From an optimization exercise on the open Yosys and OpenROAD flow, aimed at small area, a short achievable clock period and few clock cycles per item; shortcuts taken in it are not production practice. No run shown here included a check of the RTL's function; only the layout flow was run.

$ cat flow/flow/run.sh
#!/bin/bash
# The standard layout (the standard.sh: ORFS from synthesis to the final
# layout), with timing repair aiming at a larger setup margin than the flow
# settings allow. make's output goes to flow_make.log; each ORFS step writes
# its own log under orfs/logs, copied here at the end.
set -euo pipefail
bash standard.sh SETUP_SLACK_MARGIN=6.0 finish > flow_make.log 2>&1
cp orfs/logs/*/fir_top/base/*.log . 2>/dev/null || true
$ cat flow/standard.sh
#!/bin/bash
# synth_recipe.tcl (not shown) runs the flow's synth.tcl, then flattens the netlist and writes it again
# the make line also repeats each setting of config.mk as NAME=value (left out here)
make -C /OpenROAD-flow-scripts/flow DESIGN_CONFIG=/design/flow/config.mk WORK_HOME=/design/flow/orfs CLKGATE_MAP_FILE= SYNTH_SCRIPT=/design/flow/synth_recipe.tcl "${@:-finish}"
$ cat flow/config.mk
export PLATFORM = sky130hd
export DESIGN_NAME = fir_top
export DESIGN_NICKNAME = fir_top
export VERILOG_FILES = /design/flow/design.v
export SDC_FILE = /design/flow/constraint.sdc
export NUM_CORES = 4
export LEC_CHECK = 0
export CAP_MARGIN = 20
export CORE_MARGIN = 2
export CORE_UTILIZATION = 65
export CTS_BUF_LIST = sky130_fd_sc_hd__clkbuf_8
export CTS_CLUSTER_SIZE = 30
export SETUP_SLACK_MARGIN = 5
export SLEW_MARGIN = 20
export SYNTH_HIERARCHICAL = 1
$ cat flow/constraint.sdc
create_clock -name core_clock -period 10.0 [get_ports {clk}]
set_input_delay 2.0000 -clock core_clock [delete_from_list [all_inputs] [get_ports {clk}]]
set_output_delay 2.0000 -clock core_clock [all_outputs]
set_load 0.01 [all_outputs]
$ cat flow/design.v
module fir_top (
    input  wire       clk,
    input  wire       resetN,
    input  wire       sampleClk,
    input  wire [7:0] sample,
    output wire [7:0] sum,
    output reg        dav
);
   reg [7:0] h1, h2, h3, h4, h5, h6, h7, h8;
   reg [8:0] s34, s25, s16;
   reg [9:0] m3;
   reg [18:0] t1a;
   reg [17:0] t1b;
   reg [3:0] ic;
   wire busy = ~ic[3] | ~ic[2];
   wire en = sampleClk | busy;
   wire [7:0] xin = busy ? 8'd0 : sample;
   wire s_1, c_2;
   ha us_1 (h2[0], h3[0], s_1, c_2);
   wire s_3, c_4;
   ha us_3 (h2[1], h3[1], s_3, c_4);
   wire s_5, c_6;
   ha us_5 (h2[2], h3[2], s_5, c_6);
   wire s_7, c_8;
   ha us_7 (h2[3], h3[3], s_7, c_8);
   wire s_9, c_10;
   ha us_9 (h2[4], h3[4], s_9, c_10);
   wire s_11, c_12;
   ha us_11 (h2[5], h3[5], s_11, c_12);
   wire s_13, c_14;
   ha us_13 (h2[6], h3[6], s_13, c_14);
   wire s_15, c_16;
   ha us_15 (h2[7], h3[7], s_15, c_16);
   wire s_17, c_18;
   ha us_17 (h2[7], h3[7], s_17, c_18);
   wire G_19 = c_4 | (s_3 & c_2);
   wire G_21 = c_6 | (s_5 & c_4);
   wire P_22 = s_5 & s_3;
   wire G_23 = c_8 | (s_7 & c_6);
   wire P_24 = s_7 & s_5;
   wire G_25 = c_10 | (s_9 & c_8);
   wire P_26 = s_9 & s_7;
   wire G_27 = c_12 | (s_11 & c_10);
   wire P_28 = s_11 & s_9;
   wire G_29 = c_14 | (s_13 & c_12);
   wire P_30 = s_13 & s_11;
   wire G_31 = c_16 | (s_15 & c_14);
   wire P_32 = s_15 & s_13;
   wire G_33 = c_18 | (s_17 & c_16);
   wire P_34 = s_17 & s_15;
   wire G_35 = G_21 | (P_22 & c_2);
   wire G_37 = G_23 | (P_24 & G_19);
   wire G_39 = G_25 | (P_26 & G_21);
   wire P_40 = P_26 & P_22;
   wire G_41 = G_27 | (P_28 & G_23);
   wire P_42 = P_28 & P_24;
   wire G_43 = G_29 | (P_30 & G_25);
   wire P_44 = P_30 & P_26;
   wire G_45 = G_31 | (P_32 & G_27);
   wire P_46 = P_32 & P_28;
   wire G_47 = G_33 | (P_34 & G_29);
   wire P_48 = P_34 & P_30;
   wire G_49 = G_39 | (P_40 & c_2);
   wire G_51 = G_41 | (P_42 & G_19);
   wire G_53 = G_43 | (P_44 & G_35);
   wire G_55 = G_45 | (P_46 & G_37);
   wire G_57 = G_47 | (P_48 & G_39);
   wire P_58 = P_48 & P_40;
   wire G_59 = G_57 | (P_58 & c_2);
   wire [8:0] s34n;
   assign s34n[0] = ~(s_1);
   assign s34n[1] = ~(s_3 ^ c_2);
   assign s34n[2] = ~(s_5 ^ G_19);
   assign s34n[3] = ~(s_7 ^ G_35);
   assign s34n[4] = ~(s_9 ^ G_37);
   assign s34n[5] = ~(s_11 ^ G_49);
   assign s34n[6] = ~(s_13 ^ G_51);
   assign s34n[7] = ~(s_15 ^ G_53);
   assign s34n[8] = s_17 ^ G_55;
   wire s_61, c_62;
   ha us_61 (h1[0], h4[0], s_61, c_62);
   wire s_63, c_64;
   ha us_63 (h1[1], h4[1], s_63, c_64);
   wire s_65, c_66;
   ha us_65 (h1[2], h4[2], s_65, c_66);
   wire s_67, c_68;
   ha us_67 (h1[3], h4[3], s_67, c_68);
   wire s_69, c_70;
   ha us_69 (h1[4], h4[4], s_69, c_70);
   wire s_71, c_72;
   ha us_71 (h1[5], h4[5], s_71, c_72);
   wire s_73, c_74;
   ha us_73 (h1[6], h4[6], s_73, c_74);
   wire s_75, c_76;
   ha us_75 (h1[7], h4[7], s_75, c_76);
   wire s_77, c_78;
   ha us_77 (h1[7], h4[7], s_77, c_78);
   wire G_79 = c_64 | (s_63 & c_62);
   wire G_81 = c_66 | (s_65 & c_64);
   wire P_82 = s_65 & s_63;
   wire G_83 = c_68 | (s_67 & c_66);
   wire P_84 = s_67 & s_65;
   wire G_85 = c_70 | (s_69 & c_68);
   wire P_86 = s_69 & s_67;
   wire G_87 = c_72 | (s_71 & c_70);
   wire P_88 = s_71 & s_69;
   wire G_89 = c_74 | (s_73 & c_72);
   wire P_90 = s_73 & s_71;
   wire G_91 = c_76 | (s_75 & c_74);
   wire P_92 = s_75 & s_73;
   wire G_93 = c_78 | (s_77 & c_76);
   wire P_94 = s_77 & s_75;
   wire G_95 = G_81 | (P_82 & c_62);
   wire G_97 = G_83 | (P_84 & G_79);
   wire G_99 = G_85 | (P_86 & G_81);
   wire P_100 = P_86 & P_82;
   wire G_101 = G_87 | (P_88 & G_83);
   wire P_102 = P_88 & P_84;
   wire G_103 = G_89 | (P_90 & G_85);
   wire P_104 = P_90 & P_86;
   wire G_105 = G_91 | (P_92 & G_87);
   wire P_106 = P_92 & P_88;
   wire G_107 = G_93 | (P_94 & G_89);
   wire P_108 = P_94 & P_90;
   wire G_109 = G_99 | (P_100 & c_62);
   wire G_111 = G_101 | (P_102 & G_79);
   wire G_113 = G_103 | (P_104 & G_95);
   wire G_115 = G_105 | (P_106 & G_97);
   wire G_117 = G_107 | (P_108 & G_99);
   wire P_118 = P_108 & P_100;
   wire G_119 = G_117 | (P_118 & c_62);
   wire [8:0] s25n;
   assign s25n[0] = ~(s_61);
   assign s25n[1] = ~(s_63 ^ c_62);
   assign s25n[2] = ~(s_65 ^ G_79);
   assign s25n[3] = ~(s_67 ^ G_95);
   assign s25n[4] = ~(s_69 ^ G_97);
   assign s25n[5] = ~(s_71 ^ G_109);
   assign s25n[6] = ~(s_73 ^ G_111);
   assign s25n[7] = ~(s_75 ^ G_113);
   assign s25n[8] = s_77 ^ G_115;
   wire s_121, c_122;
   ha us_121 (sample[0], h5[0], s_121, c_122);
   wire s_123, c_124;
   ha us_123 (sample[1], h5[1], s_123, c_124);
   wire s_125, c_126;
   ha us_125 (sample[2], h5[2], s_125, c_126);
   wire s_127, c_128;
   ha us_127 (sample[3], h5[3], s_127, c_128);
   wire s_129, c_130;
   ha us_129 (sample[4], h5[4], s_129, c_130);
   wire s_131, c_132;
   ha us_131 (sample[5], h5[5], s_131, c_132);
   wire s_133, c_134;
   ha us_133 (sample[6], h5[6], s_133, c_134);
   wire s_135, c_136;
   ha us_135 (sample[7], h5[7], s_135, c_136);
   wire s_137, c_138;
   ha us_137 (sample[7], h5[7], s_137, c_138);
   wire G_139 = c_124 | (s_123 & c_122);
   wire G_141 = c_126 | (s_125 & c_124);
   wire P_142 = s_125 & s_123;
   wire G_143 = c_128 | (s_127 & c_126);
   wire P_144 = s_127 & s_125;
   wire G_145 = c_130 | (s_129 & c_128);
   wire P_146 = s_129 & s_127;
   wire G_147 = c_132 | (s_131 & c_130);
   wire P_148 = s_131 & s_129;
   wire G_149 = c_134 | (s_133 & c_132);
   wire P_150 = s_133 & s_131;
   wire G_151 = c_136 | (s_135 & c_134);
   wire P_152 = s_135 & s_133;
   wire G_153 = c_138 | (s_137 & c_136);
   wire P_154 = s_137 & s_135;
   wire G_155 = G_141 | (P_142 & c_122);
   wire G_157 = G_143 | (P_144 & G_139);
   wire G_159 = G_145 | (P_146 & G_141);
   wire P_160 = P_146 & P_142;
   wire G_161 = G_147 | (P_148 & G_143);
   wire P_162 = P_148 & P_144;
   wire G_163 = G_149 | (P_150 & G_145);
   wire P_164 = P_150 & P_146;
   wire G_165 = G_151 | (P_152 & G_147);
   wire P_166 = P_152 & P_148;
   wire G_167 = G_153 | (P_154 & G_149);
   wire P_168 = P_154 & P_150;
   wire G_169 = G_159 | (P_160 & c_122);
   wire G_171 = G_161 | (P_162 & G_139);
   wire G_173 = G_163 | (P_164 & G_155);
   wire G_175 = G_165 | (P_166 & G_157);
   wire G_177 = G_167 | (P_168 & G_159);
   wire P_178 = P_168 & P_160;
   wire G_179 = G_177 | (P_178 & c_122);
   wire [8:0] s16nr;
   assign s16nr[0] = ~(s_121);
   assign s16nr[1] = ~(s_123 ^ c_122);
   assign s16nr[2] = ~(s_125 ^ G_139);
   assign s16nr[3] = ~(s_127 ^ G_155);
   assign s16nr[4] = ~(s_129 ^ G_157);
   assign s16nr[5] = ~(s_131 ^ G_169);
   assign s16nr[6] = ~(s_133 ^ G_171);
   assign s16nr[7] = ~(s_135 ^ G_173);
   assign s16nr[8] = s_137 ^ G_175;
   wire [8:0] s16n = busy ? 9'd255 : s16nr;
   wire s_181, c_182;
   ha us_181 (sample[1], sample[0], s_181, c_182);
   wire s_183, c_184;
   ha us_183 (sample[2], sample[1], s_183, c_184);
   wire s_185, c_186;
   ha us_185 (sample[3], sample[2], s_185, c_186);
   wire s_187, c_188;
   ha us_187 (sample[4], sample[3], s_187, c_188);
   wire s_189, c_190;
   ha us_189 (sample[5], sample[4], s_189, c_190);
   wire s_191, c_192;
   ha us_191 (sample[6], sample[5], s_191, c_192);
   wire s_193, c_194;
   ha us_193 (sample[7], sample[6], s_193, c_194);
   wire s_195, c_196;
   ha us_195 (sample[7], sample[7], s_195, c_196);
   wire s_197, c_198;
   ha us_197 (sample[7], sample[7], s_197, c_198);
   wire G_199 = c_182 | (s_181 & 1'b0);
   wire G_201 = c_184 | (s_183 & c_182);
   wire P_202 = s_183 & s_181;
   wire G_203 = c_186 | (s_185 & c_184);
   wire P_204 = s_185 & s_183;
   wire G_205 = c_188 | (s_187 & c_186);
   wire P_206 = s_187 & s_185;
   wire G_207 = c_190 | (s_189 & c_188);
   wire P_208 = s_189 & s_187;
   wire G_209 = c_192 | (s_191 & c_190);
   wire P_210 = s_191 & s_189;
   wire G_211 = c_194 | (s_193 & c_192);
   wire P_212 = s_193 & s_191;
   wire G_213 = c_196 | (s_195 & c_194);
   wire P_214 = s_195 & s_193;
   wire G_215 = c_198 | (s_197 & c_196);
   wire P_216 = s_197 & s_195;
   wire G_217 = G_201 | (P_202 & 1'b0);
   wire G_219 = G_203 | (P_204 & G_199);
   wire G_221 = G_205 | (P_206 & G_201);
   wire P_222 = P_206 & P_202;
   wire G_223 = G_207 | (P_208 & G_203);
   wire P_224 = P_208 & P_204;
   wire G_225 = G_209 | (P_210 & G_205);
   wire P_226 = P_210 & P_206;
   wire G_227 = G_211 | (P_212 & G_207);
   wire P_228 = P_212 & P_208;
   wire G_229 = G_213 | (P_214 & G_209);
   wire P_230 = P_214 & P_210;
   wire G_231 = G_215 | (P_216 & G_211);
   wire P_232 = P_216 & P_212;
   wire G_233 = G_221 | (P_222 & 1'b0);
   wire G_235 = G_223 | (P_224 & G_199);
   wire G_237 = G_225 | (P_226 & G_217);
   wire G_239 = G_227 | (P_228 & G_219);
   wire G_241 = G_229 | (P_230 & G_221);
   wire P_242 = P_230 & P_222;
   wire G_243 = G_231 | (P_232 & G_223);
   wire P_244 = P_232 & P_224;
   wire G_245 = G_241 | (P_242 & 1'b0);
   wire G_247 = G_243 | (P_244 & G_199);
   wire [9:0] m3nr;
   assign m3nr[0] = ~(sample[0]);
   assign m3nr[1] = ~(s_181 ^ 1'b0);
   assign m3nr[2] = ~(s_183 ^ G_199);
   assign m3nr[3] = ~(s_185 ^ G_217);
   assign m3nr[4] = ~(s_187 ^ G_219);
   assign m3nr[5] = ~(s_189 ^ G_233);
   assign m3nr[6] = ~(s_191 ^ G_235);
   assign m3nr[7] = ~(s_193 ^ G_237);
   assign m3nr[8] = ~(s_195 ^ G_239);
   assign m3nr[9] = s_197 ^ G_245;
   wire [9:0] m3n = busy ? 10'd511 : m3nr;
   wire s_249, c_250;
   fa us_249 (s25[0], ~h7[0], 1'b1, s_249, c_250);
   wire s_251, c_252;
   fa us_251 (~s34[0], s25[1], 1'b1, s_251, c_252);
   wire s_253, c_254;
   xr xs_253 (h7[1], c_250, s_253);
   nr ns_253 (h7[1], ~c_250, c_254);
   wire s_255, c_256;
   fa us_255 (~s34[1], s25[2], s25[0], s_255, c_256);
   wire s_257, c_258;
   fa us_257 (s16[0], ~h7[2], c_252, s_257, c_258);
   wire s_259, c_260;
   ha us_259 (s_255, c_254, s_259, c_260);
   wire s_261, c_262;
   fa us_261 (~s34[2], s34[0], 1'b1, s_261, c_262);
   wire s_263, c_264;
   fa us_263 (s25[3], s25[1], s16[1], s_263, c_264);
   wire s_265, c_266;
   fa us_265 (~h7[3], h7[0], h8[0], s_265, c_266);
   wire s_267, c_268;
   fa us_267 (c_256, s_261, s_263, s_267, c_268);
   wire s_269, c_270;
   fa us_269 (s_265, c_258, c_260, s_269, c_270);
   wire s_271, c_272;
   fa us_271 (~s34[3], s34[1], 1'b1, s_271, c_272);
   wire s_273, c_274;
   fa us_273 (s25[4], s25[2], s25[0], s_273, c_274);
   wire s_275, c_276;
   fa us_275 (s16[2], s16[0], h7[1], s_275, c_276);
   wire s_277, c_278;
   fa us_277 (~h7[4], h8[1], c_262, s_277, c_278);
   wire s_279, c_280;
   fa us_279 (c_264, c_266, s_271, s_279, c_280);
   wire s_281, c_282;
   fa us_281 (s_273, s_275, c_268, s_281, c_282);
   wire s_283, c_284;
   fa us_283 (s_277, s_279, c_270, s_283, c_284);
   wire s_285, c_286;
   fa us_285 (s34[4], h7[5], h7[0], s_285, c_286);
   wire s_287, c_288;
   fa us_287 (s34[2], s25[5], s25[3], s_287, c_288);
   wire s_289, c_290;
   fa us_289 (s25[1], s16[3], s16[1], s_289, c_290);
   wire s_291, c_292;
   fa us_291 (h7[2], h8[2], c_272, s_291, c_292);
   wire s_293, c_294;
   fa us_293 (c_274, c_276, s_287, s_293, c_294);
   wire s_295, c_296;
   fa us_295 (~s_285, s_289, c_278, s_295, c_296);
   wire s_297, c_298;
   fa us_297 (c_280, s_291, s_293, s_297, c_298);
   wire s_299, c_300;
   fa us_299 (c_282, s_295, s_297, s_299, c_300);
   wire s_301, c_302;
   fa us_301 (s34[5], h7[6], h7[1], s_301, c_302);
   wire s_303, c_304;
   fa us_303 (s34[3], s25[6], s25[4], s_303, c_304);
   wire s_305, c_306;
   fa us_305 (s25[2], s16[4], s16[2], s_305, c_306);
   wire s_307, c_308;
   fa us_307 (s16[0], h7[3], h8[3], s_307, c_308);
   wire s_309, c_310;
   fa us_309 (~c_286, c_288, c_290, s_309, c_310);
   wire s_311, c_312;
   fa us_311 (~s_301, s_303, s_305, s_311, c_312);
   wire s_313, c_314;
   fa us_313 (s_307, c_292, c_294, s_313, c_314);
   wire s_315, c_316;
   fa us_315 (s_309, s_311, c_296, s_315, c_316);
   wire s_317, c_318;
   fa us_317 (c_298, s_313, s_315, s_317, c_318);
   wire s_319, c_320;
   fa us_319 (~s34[6], s34[4], s34[0], s_319, c_320);
   wire s_321, c_322;
   fa us_321 (s25[7], s25[5], s25[3], s_321, c_322);
   wire s_323, c_324;
   fa us_323 (s16[5], s16[3], s16[1], s_323, c_324);
   wire s_325, c_326;
   fa us_325 (h7[7], h7[4], h8[4], s_325, c_326);
   wire s_327, c_328;
   fa us_327 (h7[2], c_302, ~c_304, s_327, c_328);
   wire s_329, c_330;
   fa us_329 (c_306, c_308, s_319, s_329, c_330);
   wire s_331, c_332;
   fa us_331 (s_321, s_323, s_325, s_331, c_332);
   wire s_333, c_334;
   fa us_333 (c_310, c_312, ~s_327, s_333, c_334);
   wire s_335, c_336;
   fa us_335 (s_329, s_331, c_314, s_335, c_336);
   wire s_337, c_338;
   fa us_337 (s_333, c_316, s_335, s_337, c_338);
   wire s_339, c_340;
   fa us_339 (s34[7], s25[0], h7[3], s_339, c_340);
   wire s_341, c_342;
   fa us_341 (s34[5], s34[1], s25[8], s_341, c_342);
   wire s_343, c_344;
   fa us_343 (s25[6], s25[4], s16[6], s_343, c_344);
   wire s_345, c_346;
   fa us_345 (s16[4], s16[2], h7[5], s_345, c_346);
   wire s_347, c_348;
   fa us_347 (h8[5], c_320, c_322, s_347, c_348);
   wire s_349, c_350;
   fa us_349 (c_324, c_326, s_341, s_349, c_350);
   wire s_351, c_352;
   fa us_351 (~s_339, s_343, s_345, s_351, c_352);
   wire s_353, c_354;
   fa us_353 (~c_328, c_330, c_332, s_353, c_354);
   wire s_355, c_356;
   fa us_355 (s_347, s_349, s_351, s_355, c_356);
   wire s_357, c_358;
   fa us_357 (c_334, s_353, s_355, s_357, c_358);
   wire s_359, c_360;
   ha us_359 (c_336, s_357, s_359, c_360);
   wire s_361, c_362;
   fa us_361 (s34[8], s25[1], h7[4], s_361, c_362);
   wire s_363, c_364;
   fa us_363 (s34[6], s34[2], s25[7], s_363, c_364);
   wire s_365, c_366;
   fa us_365 (s25[5], s16[7], s16[5], s_365, c_366);
   wire s_367, c_368;
   fa us_367 (s16[3], h7[6], h8[6], s_367, c_368);
   wire s_369, c_370;
   fa us_369 (~c_340, c_342, c_344, s_369, c_370);
   wire s_371, c_372;
   fa us_371 (c_346, s_363, s_365, s_371, c_372);
   wire s_373, c_374;
   fa us_373 (~s_361, s_367, c_348, s_373, c_374);
   wire s_375, c_376;
   fa us_375 (c_350, c_352, s_369, s_375, c_376);
   wire s_377, c_378;
   fa us_377 (s_371, c_354, s_373, s_377, c_378);
   wire s_379, c_380;
   fa us_379 (c_356, s_375, s_377, s_379, c_380);
   wire s_381, c_382;
   ha us_381 (c_358, c_360, s_381, c_382);
   wire s_383, c_384;
   fa us_383 (s34[7], s34[3], 1'b1, s_383, c_384);
   wire s_385, c_386;
   fa us_385 (s34[0], s25[2], h7[7], s_385, c_386);
   wire s_387, c_388;
   fa us_387 (s25[8], s25[6], s16[8], s_387, c_388);
   wire s_389, c_390;
   fa us_389 (s16[6], s16[4], ~h7[5], s_389, c_390);
   wire s_391, c_392;
   fa us_391 (h8[7], c_362, ~c_364, s_391, c_392);
   wire s_393, c_394;
   fa us_393 (c_366, c_368, s_383, s_393, c_394);
   wire s_395, c_396;
   fa us_395 (~s_385, s_387, s_389, s_395, c_396);
   wire s_397, c_398;
   fa us_397 (c_370, c_372, ~s_391, s_397, c_398);
   wire s_399, c_400;
   fa us_399 (s_393, s_395, c_374, s_399, c_400);
   wire s_401, c_402;
   fa us_401 (c_376, s_397, c_378, s_401, c_402);
   wire s_403, c_404;
   fa us_403 (s_399, c_380, s_401, s_403, c_404);
   wire s_405, c_406;
   fa us_405 (s34[8], s34[4], s25[7], s_405, c_406);
   wire s_407, c_408;
   fa us_407 (s34[1], s25[3], h7[6], s_407, c_408);
   wire s_409, c_410;
   fa us_409 (s16[7], s16[5], c_384, s_409, c_410);
   wire s_411, c_412;
   fa us_411 (~c_386, c_388, c_390, s_411, c_412);
   wire s_413, c_414;
   fa us_413 (~s_405, s_407, c_392, s_413, c_414);
   wire s_415, c_416;
   fa us_415 (c_394, c_396, s_409, s_415, c_416);
   wire s_417, c_418;
   fa us_417 (s_411, c_398, ~s_413, s_417, c_418);
   wire s_419, c_420;
   fa us_419 (s_415, c_400, s_417, s_419, c_420);
   wire s_421, c_422;
   ha us_421 (c_402, s_419, s_421, c_422);
   wire s_423, c_424;
   fa us_423 (s34[5], s25[8], s16[8], s_423, c_424);
   wire s_425, c_426;
   fa us_425 (s34[2], s25[4], ~s16[6], s_425, c_426);
   wire s_427, c_428;
   fa us_427 (h7[7], c_406, ~c_408, s_427, c_428);
   wire s_429, c_430;
   fa us_429 (s_423, ~s_425, c_410, s_429, c_430);
   wire s_431, c_432;
   fa us_431 (c_412, s_427, ~c_414, s_431, c_432);
   wire s_433, c_434;
   fa us_433 (c_416, s_429, c_418, s_433, c_434);
   wire s_435, c_436;
   fa us_435 (s_431, c_420, s_433, s_435, c_436);
   wire s_437, c_438;
   fa us_437 (s34[6], ~s34[3], 1'b1, s_437, c_438);
   wire s_439, c_440;
   fa us_439 (~s25[5], s16[7], c_424, s_439, c_440);
   wire s_441, c_442;
   fa us_441 (~c_426, s_437, c_428, s_441, c_442);
   wire s_443, c_444;
   fa us_443 (s_439, c_430, s_441, s_443, c_444);
   wire s_445, c_446;
   fa us_445 (c_432, s_443, c_434, s_445, c_446);
   wire s_447, c_448;
   fa us_447 (s34[7], ~s34[4], 1'b1, s_447, c_448);
   wire s_449, c_450;
   fa us_449 (~s25[6], s16[8], c_438, s_449, c_450);
   wire s_451, c_452;
   fa us_451 (s_447, c_440, s_449, s_451, c_452);
   wire s_453, c_454;
   fa us_453 (c_442, s_451, c_444, s_453, c_454);
   wire s_455, c_456;
   fa us_455 (s34[8], ~s34[5], 1'b1, s_455, c_456);
   wire s_457, c_458;
   fa us_457 (~s25[7], c_448, s_455, s_457, c_458);
   wire s_459, c_460;
   fa us_459 (c_450, s_457, c_452, s_459, c_460);
   wire s_461, c_462;
   ha us_461 (s34[6], s25[8], s_461, c_462);
   wire s_463, c_464;
   fa us_463 (~s_461, c_456, c_458, s_463, c_464);
   wire s_465, c_466;
   xr xs_465 (s34[7], c_462, s_465);
   nr ns_465 (s34[7], c_462, c_466);
   wire [18:0] t1an = {s34[8], c_464, c_460, c_454, c_446, c_436, c_422, c_404, c_382, s_379, c_338, c_318, c_300, c_284, s_281, s_267, s_257, s_251, s_249};
   wire [17:0] t1bn = {c_466, s_465, s_463, s_459, s_453, s_445, s_435, s_421, s_403, s_381, s_359, s_337, s_317, s_299, s_283, s_269, s_259, s_253};
   wire s_467, c_468;
   fa us_467 (~t1a[1], t1b[0], h1[1], s_467, c_468);
   wire s_469, c_470;
   fa us_469 (t1a[2], t1b[1], ~h1[2], s_469, c_470);
   wire s_471, c_472;
   fa us_471 (t1a[3], t1b[2], m3[0], s_471, c_472);
   wire s_473, c_474;
   xr xs_473 (h1[3], c_470, s_473);
   nr ns_473 (h1[3], ~c_470, c_474);
   wire s_475, c_476;
   fa us_475 (t1a[4], t1b[3], m3[1], s_475, c_476);
   wire s_477, c_478;
   fa us_477 (~h1[4], c_472, s_475, s_477, c_478);
   wire s_479, c_480;
   fa us_479 (t1a[5], t1b[4], m3[2], s_479, c_480);
   wire s_481, c_482;
   fa us_481 (~h1[5], c_476, s_479, s_481, c_482);
   wire s_483, c_484;
   fa us_483 (t1a[6], t1b[5], m3[3], s_483, c_484);
   wire s_485, c_486;
   fa us_485 (~h1[6], c_480, s_483, s_485, c_486);
   wire s_487, c_488;
   fa us_487 (t1a[7], t1b[6], m3[4], s_487, c_488);
   wire s_489, c_490;
   fa us_489 (h1[7], c_484, s_487, s_489, c_490);
   wire s_491, c_492;
   fa us_491 (t1a[8], t1b[7], 1'b1, s_491, c_492);
   wire s_493, c_494;
   fa us_493 (m3[5], c_488, s_491, s_493, c_494);
   wire s_495, c_496;
   fa us_495 (t1a[9], t1b[8], m3[6], s_495, c_496);
   wire s_497, c_498;
   ha us_497 (c_492, s_495, s_497, c_498);
   wire s_499, c_500;
   fa us_499 (t1a[10], t1b[9], m3[7], s_499, c_500);
   wire s_501, c_502;
   ha us_501 (c_496, s_499, s_501, c_502);
   wire s_503, c_504;
   fa us_503 (t1a[11], t1b[10], m3[8], s_503, c_504);
   wire s_505, c_506;
   ha us_505 (c_500, s_503, s_505, c_506);
   wire s_507, c_508;
   fa us_507 (t1a[12], t1b[11], m3[9], s_507, c_508);
   wire s_509, c_510;
   ha us_509 (c_504, s_507, s_509, c_510);
   wire s_511, c_512;
   fa us_511 (t1a[13], t1b[12], c_508, s_511, c_512);
   wire s_513, c_514;
   ha us_513 (t1a[14], t1b[13], s_513, c_514);
   wire s_515, c_516;
   ha us_515 (t1a[15], t1b[14], s_515, c_516);
   wire s_517, c_518;
   ha us_517 (t1a[16], t1b[15], s_517, c_518);
   wire s_519, c_520;
   ha us_519 (t1a[17], t1b[16], s_519, c_520);
   wire s_521, c_522;
   xr xs_521 (t1a[18], t1b[17], s_521);
   nr ns_521 (t1a[18], ~t1b[17], c_522);
   wire s_523, c_524;
   xr xs_523 (t1a[0], h1[0], s_523);
   nr ns_523 (h1[0], ~t1a[0], c_524);
   wire s_525, c_526;
   xr xs_525 (c_468, s_469, s_525);
   nr ns_525 (c_468, ~s_469, c_526);
   wire s_527, c_528;
   xr xs_527 (s_471, s_473, s_527);
   nr ns_527 (s_473, ~s_471, c_528);
   wire s_529, c_530;
   ha us_529 (c_474, s_477, s_529, c_530);
   wire s_531, c_532;
   ha us_531 (c_478, s_481, s_531, c_532);
   wire s_533, c_534;
   ha us_533 (c_482, s_485, s_533, c_534);
   wire s_535, c_536;
   ha us_535 (c_486, s_489, s_535, c_536);
   wire s_537, c_538;
   ha us_537 (c_490, s_493, s_537, c_538);
   wire s_539, c_540;
   ha us_539 (c_494, s_497, s_539, c_540);
   wire s_541, c_542;
   ha us_541 (c_498, s_501, s_541, c_542);
   wire s_543, c_544;
   ha us_543 (c_502, s_505, s_543, c_544);
   wire s_545, c_546;
   ha us_545 (c_506, s_509, s_545, c_546);
   wire s_547, c_548;
   ha us_547 (c_510, s_511, s_547, c_548);
   wire s_549, c_550;
   ha us_549 (c_512, s_513, s_549, c_550);
   wire s_551, c_552;
   ha us_551 (c_514, s_515, s_551, c_552);
   wire s_553, c_554;
   ha us_553 (c_516, s_517, s_553, c_554);
   wire s_555, c_556;
   ha us_555 (c_518, s_519, s_555, c_556);
   wire s_557, c_558;
   xr xs_557 (c_520, s_521, s_557);
   nr ns_557 (s_521, ~c_520, c_558);
   wire s_559, c_560;
   ha us_559 (c_522, 1'b1, s_559, c_560);
   wire G_561 = 1'b0 | (~s_467 & c_524);
   wire G_563 = c_526 | (~s_525 & 1'b0);
   wire P_564 = ~s_525 & ~s_467;
   wire G_565 = c_528 | (~s_527 & c_526);
   wire P_566 = ~s_527 & ~s_525;
   wire G_567 = c_530 | (s_529 & c_528);
   wire P_568 = s_529 & ~s_527;
   wire G_569 = c_532 | (s_531 & c_530);
   wire P_570 = s_531 & s_529;
   wire G_571 = c_534 | (s_533 & c_532);
   wire P_572 = s_533 & s_531;
   wire G_573 = c_536 | (s_535 & c_534);
   wire P_574 = s_535 & s_533;
   wire G_575 = c_538 | (s_537 & c_536);
   wire P_576 = s_537 & s_535;
   wire G_577 = c_540 | (s_539 & c_538);
   wire P_578 = s_539 & s_537;
   wire G_579 = c_542 | (s_541 & c_540);
   wire P_580 = s_541 & s_539;
   wire G_581 = c_544 | (s_543 & c_542);
   wire P_582 = s_543 & s_541;
   wire G_583 = c_546 | (s_545 & c_544);
   wire P_584 = s_545 & s_543;
   wire G_585 = c_548 | (s_547 & c_546);
   wire P_586 = s_547 & s_545;
   wire G_587 = c_550 | (s_549 & c_548);
   wire P_588 = s_549 & s_547;
   wire G_589 = c_552 | (s_551 & c_550);
   wire P_590 = s_551 & s_549;
   wire G_591 = c_554 | (s_553 & c_552);
   wire P_592 = s_553 & s_551;
   wire G_593 = c_556 | (s_555 & c_554);
   wire P_594 = s_555 & s_553;
   wire G_595 = c_558 | (~s_557 & c_556);
   wire P_596 = ~s_557 & s_555;
   wire G_597 = c_560 | (s_559 & c_558);
   wire P_598 = s_559 & ~s_557;
   wire G_599 = G_563 | (P_564 & c_524);
   wire G_601 = G_565 | (P_566 & G_561);
   wire G_603 = G_567 | (P_568 & G_563);
   wire P_604 = P_568 & P_564;
   wire G_605 = G_569 | (P_570 & G_565);
   wire P_606 = P_570 & P_566;
   wire G_607 = G_571 | (P_572 & G_567);
   wire P_608 = P_572 & P_568;
   wire G_609 = G_573 | (P_574 & G_569);
   wire P_610 = P_574 & P_570;
   wire G_611 = G_575 | (P_576 & G_571);
   wire P_612 = P_576 & P_572;
   wire G_613 = G_577 | (P_578 & G_573);
   wire P_614 = P_578 & P_574;
   wire G_615 = G_579 | (P_580 & G_575);
   wire P_616 = P_580 & P_576;
   wire G_617 = G_581 | (P_582 & G_577);
   wire P_618 = P_582 & P_578;
   wire G_619 = G_583 | (P_584 & G_579);
   wire P_620 = P_584 & P_580;
   wire G_621 = G_585 | (P_586 & G_581);
   wire P_622 = P_586 & P_582;
   wire G_623 = G_587 | (P_588 & G_583);
   wire P_624 = P_588 & P_584;
   wire G_625 = G_589 | (P_590 & G_585);
   wire P_626 = P_590 & P_586;
   wire G_627 = G_591 | (P_592 & G_587);
   wire P_628 = P_592 & P_588;
   wire G_629 = G_593 | (P_594 & G_589);
   wire P_630 = P_594 & P_590;
   wire G_631 = G_595 | (P_596 & G_591);
   wire P_632 = P_596 & P_592;
   wire G_633 = G_597 | (P_598 & G_593);
   wire P_634 = P_598 & P_594;
   wire G_635 = G_603 | (P_604 & c_524);
   wire G_637 = G_605 | (P_606 & G_561);
   wire G_639 = G_607 | (P_608 & G_599);
   wire G_641 = G_609 | (P_610 & G_601);
   wire G_643 = G_611 | (P_612 & G_603);
   wire P_644 = P_612 & P_604;
   wire G_645 = G_613 | (P_614 & G_605);
   wire P_646 = P_614 & P_606;
   wire G_647 = G_615 | (P_616 & G_607);
   wire P_648 = P_616 & P_608;
   wire G_649 = G_617 | (P_618 & G_609);
   wire P_650 = P_618 & P_610;
   wire G_651 = G_619 | (P_620 & G_611);
   wire P_652 = P_620 & P_612;
   wire G_653 = G_621 | (P_622 & G_613);
   wire P_654 = P_622 & P_614;
   wire G_655 = G_623 | (P_624 & G_615);
   wire P_656 = P_624 & P_616;
   wire G_657 = G_625 | (P_626 & G_617);
   wire P_658 = P_626 & P_618;
   wire G_659 = G_627 | (P_628 & G_619);
   wire P_660 = P_628 & P_620;
   wire G_661 = G_629 | (P_630 & G_621);
   wire P_662 = P_630 & P_622;
   wire G_663 = G_631 | (P_632 & G_623);
   wire P_664 = P_632 & P_624;
   wire G_665 = G_633 | (P_634 & G_625);
   wire P_666 = P_634 & P_626;
   wire G_667 = G_643 | (P_644 & c_524);
   wire G_669 = G_645 | (P_646 & G_561);
   wire G_671 = G_647 | (P_648 & G_599);
   wire G_673 = G_649 | (P_650 & G_601);
   wire G_675 = G_651 | (P_652 & G_635);
   wire G_677 = G_653 | (P_654 & G_637);
   wire G_679 = G_655 | (P_656 & G_639);
   wire G_681 = G_657 | (P_658 & G_641);
   wire G_683 = G_659 | (P_660 & G_643);
   wire P_684 = P_660 & P_644;
   wire G_685 = G_661 | (P_662 & G_645);
   wire P_686 = P_662 & P_646;
   wire G_687 = G_663 | (P_664 & G_647);
   wire P_688 = P_664 & P_648;
   wire G_689 = G_665 | (P_666 & G_649);
   wire P_690 = P_666 & P_650;
   wire G_691 = G_683 | (P_684 & c_524);
   wire G_693 = G_685 | (P_686 & G_561);
   wire G_695 = G_687 | (P_688 & G_599);
   wire G_697 = G_689 | (P_690 & G_601);
   wire [19:0] r;
   assign r[0] = ~s_523;
   assign r[1] = ~s_467 ^ c_524;
   assign r[2] = ~s_525 ^ G_561;
   assign r[3] = ~s_527 ^ G_599;
   assign r[4] = s_529 ^ G_601;
   assign r[5] = s_531 ^ G_635;
   assign r[6] = s_533 ^ G_637;
   assign r[7] = s_535 ^ G_639;
   assign r[8] = s_537 ^ G_641;
   assign r[9] = s_539 ^ G_667;
   assign r[10] = s_541 ^ G_669;
   assign r[11] = s_543 ^ G_671;
   assign r[12] = s_545 ^ G_673;
   assign r[13] = s_547 ^ G_675;
   assign r[14] = s_549 ^ G_677;
   assign r[15] = s_551 ^ G_679;
   assign r[16] = s_553 ^ G_681;
   assign r[17] = s_555 ^ G_691;
   assign r[18] = ~s_557 ^ G_693;
   assign r[19] = s_559 ^ G_695;
   wire c7;
   carry7 uc7 (r[9:3], sample[6:0], c7);
   wire [2:0] nf0, nf1, nf;
   nflags unf0 (r[10], sample[7], 1'b0, nf0);
   nflags unf1 (r[10], sample[7], 1'b1, nf1);
   mux3 unfm (c7, nf0, nf1, nf);
   reg [8:0] rq;
   reg zq, oq, upq, n0q, n3q;
   wire [7:0] rinc = rq[7:0] + upq;
   wire sp = (~rq[8] & rq[7] & (~zq | ~n0q)) | (~rq[8] & ~rq[7] & oq & n3q);
   wire sn = (rq[8] & ~rq[7] & (~oq | ~n3q)) | (rq[8] & rq[7] & zq & n0q);
   assign sum = sp ? 8'h7f : sn ? 8'h80 : rinc;
   always @(posedge clk, negedge resetN)
     if (!resetN) begin
        ic <= 4'd0;
        dav <= 1'b0;
     end else begin
        if (busy) ic <= ic + 4'd1;
        dav <= sampleClk & ~busy;
     end
   always @(posedge clk) begin
      rq <= r[19:11];
      zq <= ~|r[17:11]; oq <= &r[17:11];
      {upq, n0q, n3q} <= nf;
      if (en) begin
         t1a <= t1an; t1b <= t1bn;
         s34 <= s34n; s25 <= s25n; s16 <= s16n;
         m3 <= m3n;
         h1 <= xin; h2 <= h1; h3 <= h2; h4 <= h3;
         h5 <= h4; h6 <= h5; h7 <= h6; h8 <= h7;
      end
   end
endmodule
module carry7 (input [6:0] a, input [6:0] b, output c);
   wire [7:0] s = {1'b0, a} + {1'b0, b};
   assign c = s[7];
endmodule
module nflags (input r0, input x7, input c, output [2:0] f);
   wire nx = ~x7;
   assign f[2] = (r0 & nx) | (r0 & c) | (nx & c);
   assign f[1] = ~r0 & ~nx & ~c;
   assign f[0] = r0 & nx & c;
endmodule
module mux3 (input s, input [2:0] a, input [2:0] b, output [2:0] y);
   assign y = s ? b : a;
endmodule
module fa (input a, input b, input c, output s, output co);
   assign s = a ^ b ^ c;
   assign co = (a & b) | (a & c) | (b & c);
endmodule
module ha (input a, input b, output s, output co);
   assign s = a ^ b;
   assign co = a & b;
endmodule
module xr (input a, input b, output y);
   assign y = a ^ b;
endmodule
module nr (input a, input b, output y);
   assign y = ~(a | b);
endmodule
module anb (input a, input b, output y);
   assign y = ~a & b;
endmodule
==> summary.log, run 1 <==
INFO  die            floorplan.die.height=129um
INFO  synthesis      netlist_instances=733
INFO  final_layout   flow.area_growth_from_synthesis=10.2%
INFO  routing        via_per_inst=5.69
INFO  timing         setup_viol_count_final=0
INFO  cts            h-tree-depth=4
INFO  final_layout   layout_common_cells=sky130_fd_sc_hd__edfxtp_1 (138), sky130_fd_sc_hd__fa_1 (120), sky130_fd_sc_hd__ha_1 (73)
INFO  worst_setup_path path_class=flop to primary output
INFO  die            floorplan.core_area=15300um^2
INFO  grt            grt_use_total=27.3%
INFO  synthesis      synth_adder_area_share=33.8%
INFO  routing        drtAntennaViolNets=0
INFO  final_layout   register_area=4550um^2
INFO  worst_setup_path endpoint_kind=primary output
INFO  worst_hold_path worst_hold_path_type=flop to flop
INFO  synthesis      synth.area.mux_share=0.530%
INFO  routing        route.detailed.wl_per_inst=21.0um
INFO  timing         final_min_period_over_clock_period=39.3%
INFO  flow_run       number_of_maximum_capacitance_constraint_violations=0
INFO  placed_design  buffer_ports.inserted=19
INFO  timing         finClkSkew=17.8ps
INFO  synthesis      synth_top_family_by_area=adder cells
INFO  routing        detail_route.drc_violations=0
INFO  synthesis      post_synth_and_or_nand_nor_area_fraction=7.37%
INFO  final_layout   final_layout_size_suffix_gt1_share=11.7%
INFO  timing         fmax=254MHz
INFO  placed_design  place.detailed.hpwl=16500um
INFO  grt            grt_first_pass_wirelength=32600um
INFO  routing        routed_wire_length=21100um
INFO  timing         worst_max_slew_pin_slew=950ps
INFO  cts            clkLatencyLatePin=470ps
INFO  synthesis      synth_top_cells_by_area=sky130_fd_sc_hd__edfxtp_1 (41%), sky130_fd_sc_hd__fa_1 (24%), sky130_fd_sc_hd__ha_1 (9.5%)
INFO  worst_setup_path endpoint_arrival_time_on_the_critical_path=1930ps
INFO  timing         drv_slew=0
INFO  synthesis      synth_top_area_cell=sky130_fd_sc_hd__edfxtp_1
INFO  cts            number_of_buffers_added_by_the_clock_tree_synthesis_step=17
INFO  timing         totalNegativeSetupSlack=0ps
INFO  routing        dr_total_vias=5728
INFO  final_layout   antennaDiodeCount=0
INFO  worst_setup_path cp.required=8000ps
INFO  die            floorplan.die.width=129um
INFO  grt            grt_antenna_before_repair=0
INFO  routing        detailedRoute.firstIterationViolations=519
INFO  die            floorplan.die_area=16600um^2
INFO  grt            number_of_global_route_vias_before_repair=6025
INFO  die            core.rowCount=45
INFO  die            io_pins=20
INFO  synthesis      synth.lib_cells_used.distinct=64
INFO  synthesis      synth-async-reset-ratio=3.18%
INFO  synthesis      yosys.area_share.xor_xnor=3.86%
INFO  cts            cts.hold.buffers_added=0
INFO  synthesis      synth_compound_gate_area_share=6.58%
INFO  cts            tritoncts_num_sinks=157
INFO  synthesis      yosysSeqAreaShare=44.8%
INFO  final_layout   filler_cell_count=1008
INFO  die            starting_utilization_of_the_core_area=66.6%
INFO  timing         timing.slew.headroom=36.6%
INFO  synthesis      synth_edf_count=138
INFO  synthesis      synth.top_cell.area_share=40.8%
INFO  synthesis      yosys_register_bits=157
INFO  routing        first_pass_iters=5
INFO  cts            cts.path.max_buffers=2
INFO  final_layout   multiInputGateArea=5480um^2
INFO  synthesis      ys_dominant_reg_cell=sky130_fd_sc_hd__edfxtp_1
INFO  synthesis      synth-warning-count=7
INFO  cts            clock_tree_from_tritoncts=done
INFO  worst_setup_path startpoint_type=flop
INFO  synthesis      synthesis.area=10200um^2
INFO  placed_design  place.gp.congestion=0.895
INFO  outcome        run_status=timing/DRC/antenna clean
INFO  grt            grt_start_max_net_pins=71
INFO  final_layout   final_common_cell=sky130_fd_sc_hd__edfxtp_1
INFO  cts            worst_setup_hold_path_clk_slew=90ps
INFO  timing         hold_viol_final=0
INFO  timing         timing.final.crit_period=3930ps
INFO  timing         grt_setup_unrepaired=true
INFO  grt            gr-total-overflow=0
INFO  cts            cts.root.buffer_cell=sky130_fd_sc_hd__clkbuf_8
INFO  synthesis      syn-mean-instance-area=13.9um^2
INFO  final_layout   nets=990
INFO  worst_setup_path path_max_fanout=2
==> cells in the mapped netlist, drive strengths merged (2+ instances only) <==
library cell	n
clkbuf	3
nand2b	8
o21ai	24
buf	4
o31ai	2
nor3	9
xor2	18
maj3	7
a21o	9
dfrtp	5
or2	5
nor4	4
or3	5
edfxtp	138
inv	69
nor2	34
nor3b	2
and4	3
and3	13
o211ai	8
a31oi	3
mux2	3
and2	4
xnor2	25
a31o	4
o21a	8
fa	120
ha	77
mux2i	2
a21boi	5
a21oi	27
nand4	3
dfxtp	14
nand3	10
or4	4
conb	2
nand2	40
o41a	2
==> Yosys stat by module, one instance, submodules excluded <==
module,cells,flops+latches
mux3,3,0
fir_top,507,157
ha,1,0
fa,1,0
carry7,14,0
xr,1,0
nflags,5,0
nr,1,0
==> worst max-delay path, stage by stage (launching register included) <==
cell and delay [ps]:
sky130_fd_sc_hd__dfxtp_2 360, sky130_fd_sc_hd__ha_4 150, sky130_fd_sc_hd__ha_4 130, sky130_fd_sc_hd__and3_4 200, sky130_fd_sc_hd__nand3_2 80, sky130_fd_sc_hd__xnor2_1 140
sky130_fd_sc_hd__maj3_2 300, sky130_fd_sc_hd__buf_6 120
==> worst paths after layout <==
check | start | to | slack, ps | cells after the start
max in group asynchronous | resetN | ic[3]$_DFFE_PN0P_ | 8070 | 1
worst max-delay path | upq$_DFF_P_ | sum[6] | 6070 | 7
worst min register to register | h6[5]$_DFFE_PP_ | h7[5]$_DFFE_PP_ | 430 | 0
worst max register to register | t1a[5]$_DFFE_PP_ | zq$_DFF_P_ | 6140 | 10
min in group asynchronous | resetN | ic[0]$_DFFE_PN0P_ | 1740 | 1
worst min-delay path | h6[5]$_DFFE_PP_ | h7[5]$_DFFE_PP_ | 430 | 0
==> stage by stage <==
stage	utilization [%]	std cells	hold WS [ps]	worst slack, ps	area (um^2)
finish	73.3	1006	425	6070	11200
global route	73.3	1006	444	5950	11200
CTS	72.6	1002	427	5870	11100
detailed placement	69.7	969	405	5260	10600
global placement	69.7	969	401	5330	10600
floorplan	-	745	400	6110	10200
==> sequential cells by signal (all words and copies together) (netlist names), 8 cells and up <==
name	count
h4	8
h7	8
s25	9
s16	9
h8	8
h1	8
t1a	19
rq	9
t1b	18
s34	9
h2	8
h6	8
h5	8
m3	10
h3	8
==> cell families (layout without fill, tap and decap cells) <==
| logic type | Yosys count | after routing |
|---|---|---|
| flops | 157 | 157 |
| simple gates | 146 | 146 |
| fa+ha+maj | 204 | 204 |
| compound gates | 99 | 99 |
| mux | 5 | 5 |
| other cells | 2 | 14 |
| xor+xnor | 43 | 43 |
| buf+inv | 77 | 127 |
==> repair_timing <==
item / CTS / global route
setup buffers: 1 / 4
pin swaps: 1 / 5
gates resized for setup: 30 / 26
endpoints found under the setup margin: 16 / 82
==> layer usage <==
layer	up-vias	GRT usage, %	part of all wire, %
met5	-	0	0
met4	0	8.38	2.4
met3	27	5.86	3.4
met2	117	45.8	51
met1	2917	36.6	43
li1	2667	-	-
==> area by class of cell <==
class	instances	area share (%)
clock buffer	17	2.09
clock inverter	15	1.53
inverter	70	2.38
multi-input combinational	511	49.0
sequential	157	40.7
tap	211	2.36
timing repair buffer	25	1.96
==> run 2: changes to the inputs <==
--- a/flow/design.v
+++ b/flow/design.v
@@ -142,19 +142,19 @@
    wire s_121, c_122;
-   ha us_121 (sample[0], h5[0], s_121, c_122);
+   ha us_121 (xin[0], h5[0], s_121, c_122);
    wire s_123, c_124;
-   ha us_123 (sample[1], h5[1], s_123, c_124);
+   ha us_123 (xin[1], h5[1], s_123, c_124);
    wire s_125, c_126;
-   ha us_125 (sample[2], h5[2], s_125, c_126);
+   ha us_125 (xin[2], h5[2], s_125, c_126);
    wire s_127, c_128;
-   ha us_127 (sample[3], h5[3], s_127, c_128);
+   ha us_127 (xin[3], h5[3], s_127, c_128);
    wire s_129, c_130;
-   ha us_129 (sample[4], h5[4], s_129, c_130);
+   ha us_129 (xin[4], h5[4], s_129, c_130);
    wire s_131, c_132;
-   ha us_131 (sample[5], h5[5], s_131, c_132);
+   ha us_131 (xin[5], h5[5], s_131, c_132);
    wire s_133, c_134;
-   ha us_133 (sample[6], h5[6], s_133, c_134);
+   ha us_133 (xin[6], h5[6], s_133, c_134);
    wire s_135, c_136;
-   ha us_135 (sample[7], h5[7], s_135, c_136);
+   ha us_135 (xin[7], h5[7], s_135, c_136);
    wire s_137, c_138;
-   ha us_137 (sample[7], h5[7], s_137, c_138);
+   ha us_137 (xin[7], h5[7], s_137, c_138);
    wire G_139 = c_124 | (s_123 & c_122);
@@ -193,31 +193,30 @@
    wire G_179 = G_177 | (P_178 & c_122);
-   wire [8:0] s16nr;
-   assign s16nr[0] = ~(s_121);
-   assign s16nr[1] = ~(s_123 ^ c_122);
-   assign s16nr[2] = ~(s_125 ^ G_139);
-   assign s16nr[3] = ~(s_127 ^ G_155);
-   assign s16nr[4] = ~(s_129 ^ G_157);
-   assign s16nr[5] = ~(s_131 ^ G_169);
-   assign s16nr[6] = ~(s_133 ^ G_171);
-   assign s16nr[7] = ~(s_135 ^ G_173);
-   assign s16nr[8] = s_137 ^ G_175;
-   wire [8:0] s16n = busy ? 9'd255 : s16nr;
+   wire [8:0] s16n;
+   assign s16n[0] = ~(s_121);
+   assign s16n[1] = ~(s_123 ^ c_122);
+   assign s16n[2] = ~(s_125 ^ G_139);
+   assign s16n[3] = ~(s_127 ^ G_155);
+   assign s16n[4] = ~(s_129 ^ G_157);
+   assign s16n[5] = ~(s_131 ^ G_169);
+   assign s16n[6] = ~(s_133 ^ G_171);
+   assign s16n[7] = ~(s_135 ^ G_173);
+   assign s16n[8] = s_137 ^ G_175;
    wire s_181, c_182;
-   ha us_181 (sample[1], sample[0], s_181, c_182);
+   ha us_181 (xin[1], xin[0], s_181, c_182);
    wire s_183, c_184;
-   ha us_183 (sample[2], sample[1], s_183, c_184);
+   ha us_183 (xin[2], xin[1], s_183, c_184);
    wire s_185, c_186;
-   ha us_185 (sample[3], sample[2], s_185, c_186);
+   ha us_185 (xin[3], xin[2], s_185, c_186);
    wire s_187, c_188;
-   ha us_187 (sample[4], sample[3], s_187, c_188);
+   ha us_187 (xin[4], xin[3], s_187, c_188);
    wire s_189, c_190;
-   ha us_189 (sample[5], sample[4], s_189, c_190);
+   ha us_189 (xin[5], xin[4], s_189, c_190);
    wire s_191, c_192;
-   ha us_191 (sample[6], sample[5], s_191, c_192);
+   ha us_191 (xin[6], xin[5], s_191, c_192);
    wire s_193, c_194;
-   ha us_193 (sample[7], sample[6], s_193, c_194);
+   ha us_193 (xin[7], xin[6], s_193, c_194);
    wire s_195, c_196;
-   ha us_195 (sample[7], sample[7], s_195, c_196);
+   ha us_195 (xin[7], xin[7], s_195, c_196);
    wire s_197, c_198;
-   ha us_197 (sample[7], sample[7], s_197, c_198);
+   ha us_197 (xin[7], xin[7], s_197, c_198);
    wire G_199 = c_182 | (s_181 & 1'b0);
@@ -263,14 +262,13 @@
    wire G_247 = G_243 | (P_244 & G_199);
-   wire [9:0] m3nr;
-   assign m3nr[0] = ~(sample[0]);
-   assign m3nr[1] = ~(s_181 ^ 1'b0);
-   assign m3nr[2] = ~(s_183 ^ G_199);
-   assign m3nr[3] = ~(s_185 ^ G_217);
-   assign m3nr[4] = ~(s_187 ^ G_219);
-   assign m3nr[5] = ~(s_189 ^ G_233);
-   assign m3nr[6] = ~(s_191 ^ G_235);
-   assign m3nr[7] = ~(s_193 ^ G_237);
-   assign m3nr[8] = ~(s_195 ^ G_239);
-   assign m3nr[9] = s_197 ^ G_245;
-   wire [9:0] m3n = busy ? 10'd511 : m3nr;
+   wire [9:0] m3n;
+   assign m3n[0] = ~(xin[0]);
+   assign m3n[1] = ~(s_181 ^ 1'b0);
+   assign m3n[2] = ~(s_183 ^ G_199);
+   assign m3n[3] = ~(s_185 ^ G_217);
+   assign m3n[4] = ~(s_187 ^ G_219);
+   assign m3n[5] = ~(s_189 ^ G_233);
+   assign m3n[6] = ~(s_191 ^ G_235);
+   assign m3n[7] = ~(s_193 ^ G_237);
+   assign m3n[8] = ~(s_195 ^ G_239);
+   assign m3n[9] = s_197 ^ G_245;
    wire s_249, c_250;
@@ -737,14 +735,116 @@
    assign r[19] = s_559 ^ G_695;
-   wire c7;
-   carry7 uc7 (r[9:3], sample[6:0], c7);
-   wire [2:0] nf0, nf1, nf;
-   nflags unf0 (r[10], sample[7], 1'b0, nf0);
-   nflags unf1 (r[10], sample[7], 1'b1, nf1);
-   mux3 unfm (c7, nf0, nf1, nf);
-   reg [8:0] rq;
-   reg zq, oq, upq, n0q, n3q;
-   wire [7:0] rinc = rq[7:0] + upq;
-   wire sp = (~rq[8] & rq[7] & (~zq | ~n0q)) | (~rq[8] & ~rq[7] & oq & n3q);
-   wire sn = (rq[8] & ~rq[7] & (~oq | ~n3q)) | (rq[8] & rq[7] & zq & n0q);
-   assign sum = sp ? 8'h7f : sn ? 8'h80 : rinc;
+   wire s_699, c_700;
+   xr xs_699 (s_471, s_473, s_699);
+   nr ns_699 (s_473, ~s_471, c_700);
+   wire s_701, c_702;
+   fa us_701 (c_474, c_700, s_477, s_701, c_702);
+   wire s_703, c_704;
+   fa us_703 (c_478, s_481, c_702, s_703, c_704);
+   wire s_705, c_706;
+   fa us_705 (c_482, s_485, c_704, s_705, c_706);
+   wire s_707, c_708;
+   fa us_707 (c_486, s_489, c_706, s_707, c_708);
+   wire s_709, c_710;
+   fa us_709 (c_490, s_493, sample[5], s_709, c_710);
+   wire s_711, c_712;
+   fa us_711 (s_497, c_494, sample[6], s_711, c_712);
+   wire s_713, c_714;
+   xr xs_713 (t1a[0], h1[0], s_713);
+   nr ns_713 (h1[0], ~t1a[0], c_714);
+   wire s_715, c_716;
+   xr xs_715 (c_468, s_469, s_715);
+   nr ns_715 (c_468, ~s_469, c_716);
+   wire s_717, c_718;
+   xr xs_717 (sample[0], s_699, s_717);
+   nr ns_717 (s_699, ~sample[0], c_718);
+   wire s_719, c_720;
+   ha us_719 (sample[1], s_701, s_719, c_720);
+   wire s_721, c_722;
+   ha us_721 (sample[2], s_703, s_721, c_722);
+   wire s_723, c_724;
+   ha us_723 (sample[3], s_705, s_723, c_724);
+   wire s_725, c_726;
+   ha us_725 (sample[4], s_707, s_725, c_726);
+   wire s_727, c_728;
+   ha us_727 (c_708, s_709, s_727, c_728);
+   wire s_729, c_730;
+   ha us_729 (c_710, s_711, s_729, c_730);
+   wire G_731 = 1'b0 | (~s_467 & c_714);
+   wire G_733 = c_716 | (~s_715 & 1'b0);
+   wire P_734 = ~s_715 & ~s_467;
+   wire G_735 = c_718 | (~s_717 & c_716);
+   wire P_736 = ~s_717 & ~s_715;
+   wire G_737 = c_720 | (s_719 & c_718);
+   wire P_738 = s_719 & ~s_717;
+   wire G_739 = c_722 | (s_721 & c_720);
+   wire P_740 = s_721 & s_719;
+   wire G_741 = c_724 | (s_723 & c_722);
+   wire P_742 = s_723 & s_721;
+   wire G_743 = c_726 | (s_725 & c_724);
+   wire P_744 = s_725 & s_723;
+   wire G_745 = c_728 | (s_727 & c_726);
+   wire P_746 = s_727 & s_725;
+   wire G_747 = c_730 | (s_729 & c_728);
+   wire P_748 = s_729 & s_727;
+   wire G_749 = 1'b0 | (c_712 & c_730);
+   wire P_750 = c_712 & s_729;
+   wire G_751 = 1'b0 | (1'b0 & 1'b0);
+   wire P_752 = 1'b0 & c_712;
+   wire G_753 = G_733 | (P_734 & c_714);
+   wire G_755 = G_735 | (P_736 & G_731);
+   wire G_757 = G_737 | (P_738 & G_733);
+   wire P_758 = P_738 & P_734;
+   wire G_759 = G_739 | (P_740 & G_735);
+   wire P_760 = P_740 & P_736;
+   wire G_761 = G_741 | (P_742 & G_737);
+   wire P_762 = P_742 & P_738;
+   wire G_763 = G_743 | (P_744 & G_739);
+   wire P_764 = P_744 & P_740;
+   wire G_765 = G_745 | (P_746 & G_741);
+   wire P_766 = P_746 & P_742;
+   wire G_767 = G_747 | (P_748 & G_743);
+   wire P_768 = P_748 & P_744;
+   wire G_769 = G_749 | (P_750 & G_745);
+   wire P_770 = P_750 & P_746;
+   wire G_771 = G_751 | (P_752 & G_747);
+   wire P_772 = P_752 & P_748;
+   wire G_773 = G_757 | (P_758 & c_714);
+   wire G_775 = G_759 | (P_760 & G_731);
+   wire G_777 = G_761 | (P_762 & G_753);
+   wire G_779 = G_763 | (P_764 & G_755);
+   wire G_781 = G_765 | (P_766 & G_757);
+   wire P_782 = P_766 & P_758;
+   wire G_783 = G_767 | (P_768 & G_759);
+   wire P_784 = P_768 & P_760;
+   wire G_785 = G_769 | (P_770 & G_761);
+   wire P_786 = P_770 & P_762;
+   wire G_787 = G_771 | (P_772 & G_763);
+   wire P_788 = P_772 & P_764;
+   wire G_789 = G_781 | (P_782 & c_714);
+   wire G_791 = G_783 | (P_784 & G_731);
+   wire G_793 = G_785 | (P_786 & G_753);
+   wire G_795 = G_787 | (P_788 & G_755);
+   wire [11:0] lw;
+   assign lw[0] = ~s_713;
+   assign lw[1] = ~s_467 ^ c_714;
+   assign lw[2] = ~s_715 ^ G_731;
+   assign lw[3] = ~s_717 ^ G_753;
+   assign lw[4] = s_719 ^ G_755;
+   assign lw[5] = s_721 ^ G_773;
+   assign lw[6] = s_723 ^ G_775;
+   assign lw[7] = s_725 ^ G_777;
+   assign lw[8] = s_727 ^ G_779;
+   assign lw[9] = s_729 ^ G_789;
+   assign lw[10] = c_712 ^ G_791;
+   assign lw[11] = 1'b0 ^ G_793;
+   wire p10 = c_498 ^ s_501;
+   wire up0, sp0, sn0, up1, sp1, sn1, up2, sp2, sn2, up, sp, sn;
+   presel8 ups0 (r[19:10], p10, sample[7], 2'd0, up0, sp0, sn0);
+   presel8 ups1 (r[19:10], p10, sample[7], 2'd1, up1, sp1, sn1);
+   presel8 ups2 (r[19:10], p10, sample[7], 2'd2, up2, sp2, sn2);
+   mux33 upsm (lw[11:10], {up0, sp0, sn0}, {up1, sp1, sn1}, {up2, sp2, sn2}, {up, sp, sn});
+   reg [7:0] rq;
+   reg upq, spq, snq;
+   wire [7:0] rinc = rq + upq;
+   assign sum = spq ? 8'h7f : snq ? 8'h80 : rinc;
    always @(posedge clk, negedge resetN)
@@ -758,5 +858,4 @@
    always @(posedge clk) begin
-      rq <= r[19:11];
-      zq <= ~|r[17:11]; oq <= &r[17:11];
-      {upq, n0q, n3q} <= nf;
+      rq <= r[18:11];
+      upq <= up; spq <= sp; snq <= sn;
       if (en) begin
@@ -770,14 +869,15 @@
 endmodule
-module carry7 (input [6:0] a, input [6:0] b, output c);
-   wire [7:0] s = {1'b0, a} + {1'b0, b};
-   assign c = s[7];
+module presel8 (input [9:0] r, input p10, input x7, input [1:0] c,
+                output up, output sp, output sn);
+   wire signed [8:0] rs = r[9:1];
+   wire [2:0] n = {1'b0, c} + {2'b00, ~x7} + (p10 ? {1'b0, r[0], 1'b0} - 3'd1 : 3'd0);
+   wire n0 = (n[1:0] == 2'd0);
+   wire n3 = (n[1:0] == 2'd3);
+   assign up = n[1];
+   assign sp = (rs >= 9'sd129) | ((rs == 9'sd128) & ~n0) | ((rs == 9'sd127) & n3);
+   assign sn = (rs <= -9'sd130) | ((rs == -9'sd129) & ~n3) | ((rs == -9'sd128) & n0);
 endmodule
-module nflags (input r0, input x7, input c, output [2:0] f);
-   wire nx = ~x7;
-   assign f[2] = (r0 & nx) | (r0 & c) | (nx & c);
-   assign f[1] = ~r0 & ~nx & ~c;
-   assign f[0] = r0 & nx & c;
-endmodule
-module mux3 (input s, input [2:0] a, input [2:0] b, output [2:0] y);
-   assign y = s ? b : a;
+module mux33 (input [1:0] c, input [2:0] a, input [2:0] b, input [2:0] d,
+              output [2:0] y);
+   assign y = c[1] ? d : c[0] ? b : a;
 endmodule
==> flow/run.sh (new file) <==
#!/bin/bash
# synth_recipe.tcl (not shown) runs the flow's synth.tcl, then flattens the netlist and writes it again
# the make line also repeats each setting of config.mk as NAME=value (left out here)
make -C /OpenROAD-flow-scripts/flow DESIGN_CONFIG=/design/flow/config.mk WORK_HOME=/design/flow/orfs CLKGATE_MAP_FILE= SYNTH_SCRIPT=/design/flow/synth_recipe.tcl finish
removed: flow/flow/run.sh
removed: flow/standard.sh
==> run 2 against run 1 <==
  * Synthesized cell count grew 3.8%
  * Utilization shrank 1.4 points
  * Still clean on timing, DRC and antenna
  * Count of clock-buffer cells in the layout did not move
==> summary.log, run 2 <==
INFO  timing         hold_viol_final=0
INFO  worst_setup_path r2r-end=snq$_DFF_P_
INFO  synthesis      syn-mean-instance-area=13.6um^2
INFO  die            floorplan.core_area=15700um^2
INFO  cts            clock_tree_from_tritoncts=done
INFO  worst_setup_path worstReg2RegStart=t1a[4]$_DFFE_PP_
INFO  final_layout   layout_common_cells=sky130_fd_sc_hd__edfxtp_1 (138), sky130_fd_sc_hd__fa_1 (129), sky130_fd_sc_hd__ha_1 (77)
INFO  synthesis      yosys_register_bits=154
INFO  routing        detail_route.drc_violations=0
INFO  flow_run       number_of_maximum_capacitance_constraint_violations=0
INFO  synthesis      synth.top_cell.area_share=40.0%
INFO  timing         worst_max_slew_pin_slew=685ps
INFO  worst_setup_path cp.required=10340ps
INFO  grt            grt_antenna_before_repair=0
INFO  synthesis      synth-async-reset-ratio=3.25%
INFO  grt            grt_use_total=26.6%
INFO  routing        route.detailed.wl_per_inst=19.9um
INFO  synthesis      yosysSeqAreaShare=43.3%
INFO  worst_setup_path slowest_stage=sky130_fd_sc_hd__fa_1
INFO  placed_design  buffer_ports.inserted=19
INFO  placed_design  place.gp.congestion=0.930
INFO  grt            grt_start_max_net_pins=88
INFO  worst_hold_path worstHoldPathCells=0
INFO  timing         timing.slew.headroom=53.7%
INFO  final_layout   final_area=11300um^2
INFO  grt            number_of_global_route_vias_before_repair=6514
INFO  synthesis      synthesis.area=10400um^2
INFO  synthesis      ys_dominant_reg_cell=sky130_fd_sc_hd__edfxtp_1
INFO  synthesis      synth_edf_count=138
INFO  die            floorplan.die.height=130um
INFO  final_layout   final_layout_size_suffix_gt1_share=5.70%
INFO  final_layout   largest_register=t1a
INFO  grt            grt_first_pass_wirelength=32700um
INFO  worst_setup_path max_stage_delay=560ps
INFO  final_layout   largest_registers=t1a (19), t1b (18), m3 (10)
INFO  die            floorplan.die.width=130um
INFO  synthesis      synth-warning-count=7
INFO  timing         setup_viol_count_final=0
INFO  worst_setup_path path_length_in_cells_of_the_critical_path=14
INFO  worst_setup_path endpoint_arrival_time_on_the_critical_path=5170ps
INFO  outcome        run_status=timing/DRC/antenna clean
INFO  cts            postCtsSetupBuffers=0
INFO  routing        first_pass_iters=5
INFO  cts            number_of_buffers_added_by_the_clock_tree_synthesis_step=17
INFO  worst_setup_path endpoint_kind=flop
INFO  worst_setup_path worstPathCellList=fa_1, fa_1, fa_1, fa_1, fa_1, fa_1, ha_1, a211o_1, a21oi_1, nor2_1, o311a_4, a211oi_4, mux2i_1, o21ai_1
INFO  worst_hold_path worstHoldStart=h6[1]$_DFFE_PP_
INFO  cts            tritoncts_num_sinks=154
INFO  synthesis      synth_top_cells_by_area=sky130_fd_sc_hd__edfxtp_1 (40%), sky130_fd_sc_hd__fa_1 (25%), sky130_fd_sc_hd__ha_1 (9.3%)
INFO  worst_hold_path worst_hold_path_type=flop to flop
INFO  synthesis      netlist_instances=761
INFO  timing         grt_setup_unrepaired=false
INFO  routing        routed_wire_length=20700um
INFO  final_layout   antennaDiodeCount=0
INFO  cts            worst_setup_hold_path_clk_slew=90ps
INFO  routing        detailedRoute.firstIterationViolations=412
INFO  final_layout   nets=1028
INFO  synthesis      synth.top_cells.by_count=sky130_fd_sc_hd__edfxtp_1 (138), sky130_fd_sc_hd__fa_1 (129), sky130_fd_sc_hd__ha_1 (77)
INFO  die            floorplan.die_area=17000um^2
INFO  worst_hold_path worst_hold_path.endpoint=h7[1]$_DFFE_PP_
INFO  cts            cts.root.buffer_cell=sky130_fd_sc_hd__clkbuf_8
INFO  die            starting_utilization_of_the_core_area=65.9%
INFO  cts            h-tree-depth=4
INFO  timing         drv_slew=0
INFO  die            io_pins=20
INFO  worst_setup_path critPathBufInv=0
INFO  worst_setup_path path_max_fanout=7
INFO  die            core.rowCount=46
INFO  cts            clkLatencyLatePin=450ps
[run 2: modules after synthesis, one instance, submodules excluded]
module,flip-flops and latches,cells inside,times used,cell area (um^2)
fa,0,1,126,20.0
fir_top,154,486,1,6440
ha,0,1,70,12.5
mux33,0,9,1,56.3
nr,0,1,12,3.75
presel8,0,16,3,109
xr,0,1,10,8.76
[run 2: cell type report]
type                       count  area (um^2)  share of cell area [%]
multi-input combinational    548         5680                    50.2
inverter                      69          259                    2.29
clock inverter                15          156                    1.38
sequential                   154         4490                    39.7
clock buffer                  17          234                    2.07
tap                          216          270                    2.39
timing repair buffer          21          218                    1.93
[run 2: worst reg2reg max path: cells and delay by family (launching register included)]
family | cells | cell delay (ps)
adders and majority gates | 7 | 2960
muxes | 1 | 240
and+or+nand+nor | 1 | 90
DFF | 1 | 400
AOI/OAI and AO/OA | 5 | 1040
[run 2: logic make-up after synthesis]
group	count (synthesis)	share of synthesized area [%]
other cells	2	0.0725
compound gates	111	7.02
simple gates	154	7.43
fa+ha+maj	206	34.2
mux	6	0.592
buf+inv	73	2.65
flops	154	43.3
xor+xnor	55	4.65
[run 2: worst max-delay path by stage]
stage	from	to	slack [ps]
after detailed placement	t1a[4]$_DFFE_PP_	snq$_DFF_P_	5020
after global routing	t1a[4]$_DFFE_PP_	snq$_DFF_P_	5020
final	t1a[4]$_DFFE_PP_	snq$_DFF_P_	5170
after global placement	t1a[4]$_DFFE_PP_	upq$_DFF_P_	5140
after floorplan	t1a[4]$_DFFE_PP_	snq$_DFF_P_	5290
after CTS	t1a[2]$_DFFE_PP_	snq$_DFF_P_	5180
[run 2: repair_timing]
item,CTS,global route
endpoints found under the setup margin,1,2
hold endpoints to repair,0,0
gates resized for setup,1,3
pin swaps,0,1
hold buffers,0,0
[run 2: stage by stage]
stage | cells | worst slack [ps]
floorplan | 775 | 5290
global placement | 1007 | 5140
detailed placement | 1007 | 5020
CTS | 1039 | 5180
global route | 1040 | 5020
finish | 1040 | 5170
[run 2: layer usage]
metal  global-route usage, %  share of wire [%]  up-vias
li1                        -                  -     2757
met1                    31.6                 40     3035
met2                    46.7                 52      171
met3                    5.86                5.0       56
met4                    12.0                3.6        0
met5                       0                  0        -

port drivers added, routing unchanged:
No port has a modelled driver above. Below, the same layouts with a new extraction and two added sets of constraints. Step 1 sets driving cells, clkbuf_16 on the clock port and buf_2 on the other inputs (assumed; they add their load-dependent delay and slew). Step 2 moves the port delays by t, midway between the first and last clock arrival at a register: inputs arrive t later, outputs are due t later. That takes back most of the time a late clock gives input paths. Slacks: ideal ports / drivers / drivers and shift; pairs: ideal ports / drivers.
| run | t (ns) | slack for setup (ns) | worst slew at a driven data input, ns |
|---|---|---|---|
| run 1 | 0.494 | 6.067 / 6.030 / 5.617 | 0.04 |
| run 2 | 0.481 | 5.167 / 5.167 / 5.167 | 0.04 |
After both steps every run listed still meets setup and hold. The setup slack of run 1, which loses most, moves by -0.037 ns with the drivers and by -0.450 ns with both steps.
